This is an optimization exercise on Yosys and OpenROAD, whose aim is small area, not a production implementation.
Only the layout flow was run in this run; the RTL was not checked for function there.

File: flow/design.v
module firv2(
           o_data,
           i_data,
           i_enable,
           clock
           );
   parameter NB_DATA   = 8;
   parameter NBF_DATA  = 7;
   parameter NB_COEFF  = 8;
   parameter NBF_COEFF = 7;
   parameter N_COEFFS  = 15;
   localparam NB_DOT       = NB_DATA + NB_COEFF;
   localparam NBF_DOT      = NBF_DATA + NBF_COEFF;
   localparam NB_ADD       = NB_DOT + 4;
   localparam NBF_ADD      = NBF_DOT;
   localparam NB_DATA_OUT  = NB_DATA;
   localparam NBF_DATA_OUT = NBF_DATA;
   localparam NBI_ADD      = NB_ADD-NBF_ADD;
   localparam NBI_DATA_OUT = NB_DATA_OUT-NBF_DATA_OUT;
   localparam NB_SAT       = NBI_ADD-NBI_DATA_OUT;
   output reg signed [NB_DATA_OUT - 1 : 0] o_data;
   input [NB_DATA                 - 1 : 0] i_data;
   input                                   i_enable;
   input                                   clock;
   reg signed  [NB_DATA - 1 : 0] data_r;
   reg signed [NB_COEFF  - 1 : 0] coeff[N_COEFFS - 1 : 0];
   wire signed [NB_DATA  - 1 : 0] datam[N_COEFFS - 1 : 0];
      wire signed [NB_DOT   - 1 : 0] dots[N_COEFFS - 1 : 0];
   (* srl_style = "srl_register" *)reg [NB_DATA*N_COEFFS - 1 : 0] shift_data;
   reg signed [NB_ADD           - 1 : 0] tmp_add_data;
   wire signed [NB_DATA_OUT-1:0] add_trunc;
   integer                        ptr;
   always@(posedge clock) begin
     coeff[0]  <= 8'd0;
     coeff[1]  <= 8'd0;
     coeff[2]  <= 8'd1;
     coeff[3]  <= 8'd4;
     coeff[4]  <= 8'd10;
     coeff[5]  <= 8'd16;
     coeff[6]  <= 8'd21;
     coeff[7]  <= 8'd24;
     coeff[8]  <= 8'd21;
     coeff[9]  <= 8'd16;
     coeff[10]  <= 8'd10;
     coeff[11]  <= 8'd4;
     coeff[12]  <= 8'd1;
     coeff[13]  <= 8'd0;
     coeff[14]  <= 8'd0;
   end
   always@(posedge clock)
     data_r <= i_data;
   always@(posedge clock) begin
      if(i_enable)
        shift_data <= {{shift_data[(N_COEFFS-1)*NB_DATA - 1 -: (N_COEFFS-1)*NB_DATA]},data_r};
      else
        shift_data <= shift_data;
   end
   generate
      genvar                     ptr_dot;
      for(ptr_dot=0;ptr_dot<N_COEFFS;ptr_dot=ptr_dot+1) begin:dots_prod
         assign datam[ptr_dot] = shift_data[(ptr_dot+1)*NB_DATA - 1 -: NB_DATA];
            assign dots[ptr_dot]  = datam[ptr_dot]*coeff[ptr_dot];
      end
   endgenerate
   always@(*) begin
      tmp_add_data = $signed({NB_ADD{1'b0}});
      for(ptr=0;ptr<N_COEFFS;ptr=ptr+1) begin
         tmp_add_data = tmp_add_data + $signed({{NB_ADD-NB_DOT{dots[ptr][NB_DOT-1]}},dots[ptr]});
      end
   end
   assign add_trunc = (~|tmp_add_data[NB_ADD-1 -: NB_SAT+1] || &tmp_add_data[NB_ADD-1 -: NB_SAT+1]) ? 
                      tmp_add_data[NB_ADD-NB_SAT-1 -: NB_DATA_OUT] : (tmp_add_data[NB_ADD-1]) ? {{1'b1},{NB_DATA_OUT-1{1'b0}}}:{{1'b0},{NB_DATA_OUT-1{1'b1}}};
   always@(posedge clock) begin
      if(i_enable)      
        o_data <= add_trunc;
      else
        o_data <= o_data;
   end
endmodule  
File: flow/run.sh
#!/bin/bash
# synth_recipe.tcl (not shown) runs the flow's synth.tcl, then flattens the netlist and writes it again
# the make line also repeats each setting of config.mk as NAME=value (left out here)
make -C /OpenROAD-flow-scripts/flow DESIGN_CONFIG=/design/flow/config.mk WORK_HOME=/design/flow/orfs CLKGATE_MAP_FILE= SYNTH_SCRIPT=/design/flow/synth_recipe.tcl finish
File: flow/config.mk
export PLATFORM = sky130hd
export DESIGN_NAME = firv2
export DESIGN_NICKNAME = firv2
export VERILOG_FILES = /design/flow/design.v
export SDC_FILE = /design/flow/constraint.sdc
export NUM_CORES = 4
export LEC_CHECK = 0
export CAP_MARGIN = 20
export CORE_MARGIN = 2
export CORE_UTILIZATION = 40
export SLEW_MARGIN = 20
File: flow/constraint.sdc
create_clock -name core_clock -period 10.0 [get_ports {clock}]
set_input_delay 2.0000 -clock core_clock [delete_from_list [all_inputs] [get_ports {clock}]]
set_output_delay 2.0000 -clock core_clock [all_outputs]
set_load 0.01 [all_outputs]
==> flow_summary.ini <==
[worst_setup_path]
required_ps = 10140
path_common_cell = fa_1
cp-end-kind = flip-flop
worst_path_max_delay_cell = fa_1
worst_path_largest_cell_delay_ps = 560
crit_type = reg2reg
cp_max_fo = 7
arrival_ps = 8030
startpoint_type = flip-flop

[place]
dpl.hpwl_um = 13600
place_ws_ps = 2080
io_buffers = 17
place_congestion = 0.791

[global_routing]
grt_max_degree = 70
antenna_found_initial = 0
overflow = 0
track_usage = 0.152
grt_pass1_wl_um = 28300
grt_pass1_vias = 5441

[route]
drc = 0
viasPerCell = 4.46
vias = 5083
drtIter0Drc = 273
wl_um = 16800
dr.pass1.iters = 4
drtAntennaViolNets = 0
avgRoutedWirePerCell_um = 14.7

[die]
core-area_um2 = 23400
num_rows = 56
start_util = 0.407
die_w_um = 158
pin_count = 18
dieArea_um2 = 25000
die_height_um = 158

[min_path]
min_path_type = reg2reg

[final_layout]
finalNetCount = 1053
seq_area_um2 = 3520
drive_gt1_frac = 0.0487
fillers = 2151
multi_input_area_um2 = 4960
diodes = 0
area_growth_pct = 12.3

[clock_tree]
cts_buffer_depth = 2
ctsResizeCount = 0
htreeDepth = 4
post_cts_buffers = 0
cts_sinks = 120
clock_latency_ps = 420
cts_hold_buffers = 0
cts_tree = built
clkTransAtPathRegs_ps = 60
cts_buffers = 17
cts-root-buf = clkbuf_16

[logic_synthesis]
syn-num-nets = 1019
ys_types = 39
ys_ff_latch = 120
synthCells = 774
synth_area_um2 = 9510
seq_area_frac_synth = 0.370
syn_area_per_cell_um2 = 12.3
ys.warnings.count = 2

[sta]
finClkSkew_ps = 6.24
finalSetupViolCount = 0
slew_viol_final = 0
rsz0062_at_grt = no
layout_min_cycle_time_ps = 7890
worst_pin_slew_ps = 904
fin_setup_tns_ps = 0
max_slew_margin = 0.397
fin_crit_sh = 0.789
final-hold-violation-count = 0
worst_slack_ps = 2110
clock.fmax_mhz = 127

[outcome]
status = timing/DRC/antenna clean

[run]
maxCapViolations = 0
[cells in the final DEF, fill, tap and decap left out, types with 3 or more instances in the layout]
master             n
inv_1            268
fa_1             131
edfxtp_1         112
ha_1             104
a21oi_1           32
xnor2_1           23
clkbuf_16         17
clkdlybuf4s50_1   16
a21o_1            14
o21ai_0           13
xor2_1            12
dfxtp_1            8
o21bai_1           6
nand2_1            5
nor2_1             4
nor3_1             4
nor2b_1            3
and2_1             3
nand4_1            3
nand2b_1           3
o21a_1             3
clkbuf_8           3
bufinv_16          3
[cell usage after synthesis]
master	n	share of area
o31a_1	1	0.00092
buf_2	1	0.00053
ha_1	104	0.14
or3_4	1	0.0012
a31oi_2	1	0.0013
nand2b_1	3	0.0020
a2111oi_4	1	0.0029
dfxtp_1	8	0.017
nand4_1	3	0.0020
nor4_1	2	0.0013
nand2_1	5	0.0020
o2111ai_1	1	0.00092
nor2_1	4	0.0016
fa_1	131	0.28
o31ai_4	1	0.0022
a211oi_4	1	0.0021
or3_1	2	0.0013
o311ai_0	1	0.00092
nor2b_1	3	0.0020
clkbuf_1	1	0.00039
buf_6	1	0.0012
a2111o_1	1	0.0012
o21ai_0	13	0.0068
or2_2	1	0.00066
a21oi_1	32	0.017
a21o_1	14	0.011
xor2_1	12	0.011
nor3_1	4	0.0021
edfxtp_1	112	0.35
o22ai_1	1	0.00066
o21a_1	3	0.0024
o21ai_1	2	0.0011
o21bai_1	6	0.0047
and2_1	3	0.0020
nand4_2	1	0.0013
a31oi_1	1	0.00066
mux2_2	1	0.0012
inv_1	268	0.11
xnor2_1	23	0.021
[metrics by stage]
step	hold slack, ps	util	instances	area, um^2
2_1_floorplan	386	-	774	9510
3_5_place_dp	391	0.430	1108	10100
4_1_cts	404	0.457	1140	10700
5_1_grt	409	0.457	1140	10700
6_report	402	0.457	1140	10700
3_3_place_gp	387	0.430	1108	10100
[flip-flops by register name, indices dropped and copies added, names as in the netlist]
register	flops
shift_data	104
data_r	8
o_data	8
[kinds of logic after synthesis]
family	after synthesis	synth area share
AND/OR/NAND/NOR	32	0.0193
AO/OA/AOI/OAI	80	0.0567
buffers and inverters	271	0.108
adder cells (fa/ha/maj)	235	0.412
flip-flops	120	0.370
XOR/XNOR	35	0.0322
multiplexers	1	0.00118
[path summary, 6_finish.rpt]
| check | cells past startpoint | endpoint | start | slack [ps] |
|---|---|---|---|---|
| worst min register to register | 0 | shift_data[7] | data_r[7] | 400 |
| worst max-delay path | 27 | o_data[4] | shift_data[35] | 2110 |
| worst min-delay path | 0 | shift_data[7] | data_r[7] | 400 |
| worst max register to register | 27 | o_data[4] | shift_data[35] | 2110 |
[final cells by class]
class                           count  area share
Multi-Input combinational cell    383       0.465
Sequential cell                   120       0.330
Inverter                          268      0.0942
Clock buffer                       22      0.0444
Tap cell                          319      0.0374
Timing Repair Buffer               18      0.0164
Clock inverter                     10      0.0132
[per-layer routing]
metal  GRT usage  wire length (um)
met3      0.0320               502
met5           0                 0
met2       0.236              7590
met4      0.0390               190
met1       0.218              8490
[worst max-delay path: cells and delay by family, from the launching register on]
family | cells | cell delay (ps)
fa+ha+maj | 10 | 4500
buf+inv | 4 | 230
flops | 1 | 430
xor+xnor | 1 | 170
compound gates | 9 | 1710
simple gates | 3 | 570

-- afterwards: timing with drivers on the ports --
How much do the figures lean on ideal ports? The routed layout below was timed once more, with nothing changed but the port constraints.
Step 1, drivers: a clkbuf_16 drives clock and a buf_2 each remaining input, both assumed.
Step 2 moves the port delays by t, midway between the first and last clock arrival at a register: inputs arrive t later, outputs are due t later. That takes back most of the time a late clock gives input paths.
Slacks: ideal ports / drivers / drivers and shift; pairs: ideal ports / drivers.
t (ns): 0.457
slack for setup (ns): 2.105 / 2.105 / 2.105
worst data-port slew with drivers (ns): 0.03
After both steps this run still meets setup and hold. The setup slack of this run moves by 0.000 ns with the drivers and by 0.000 ns with both steps.
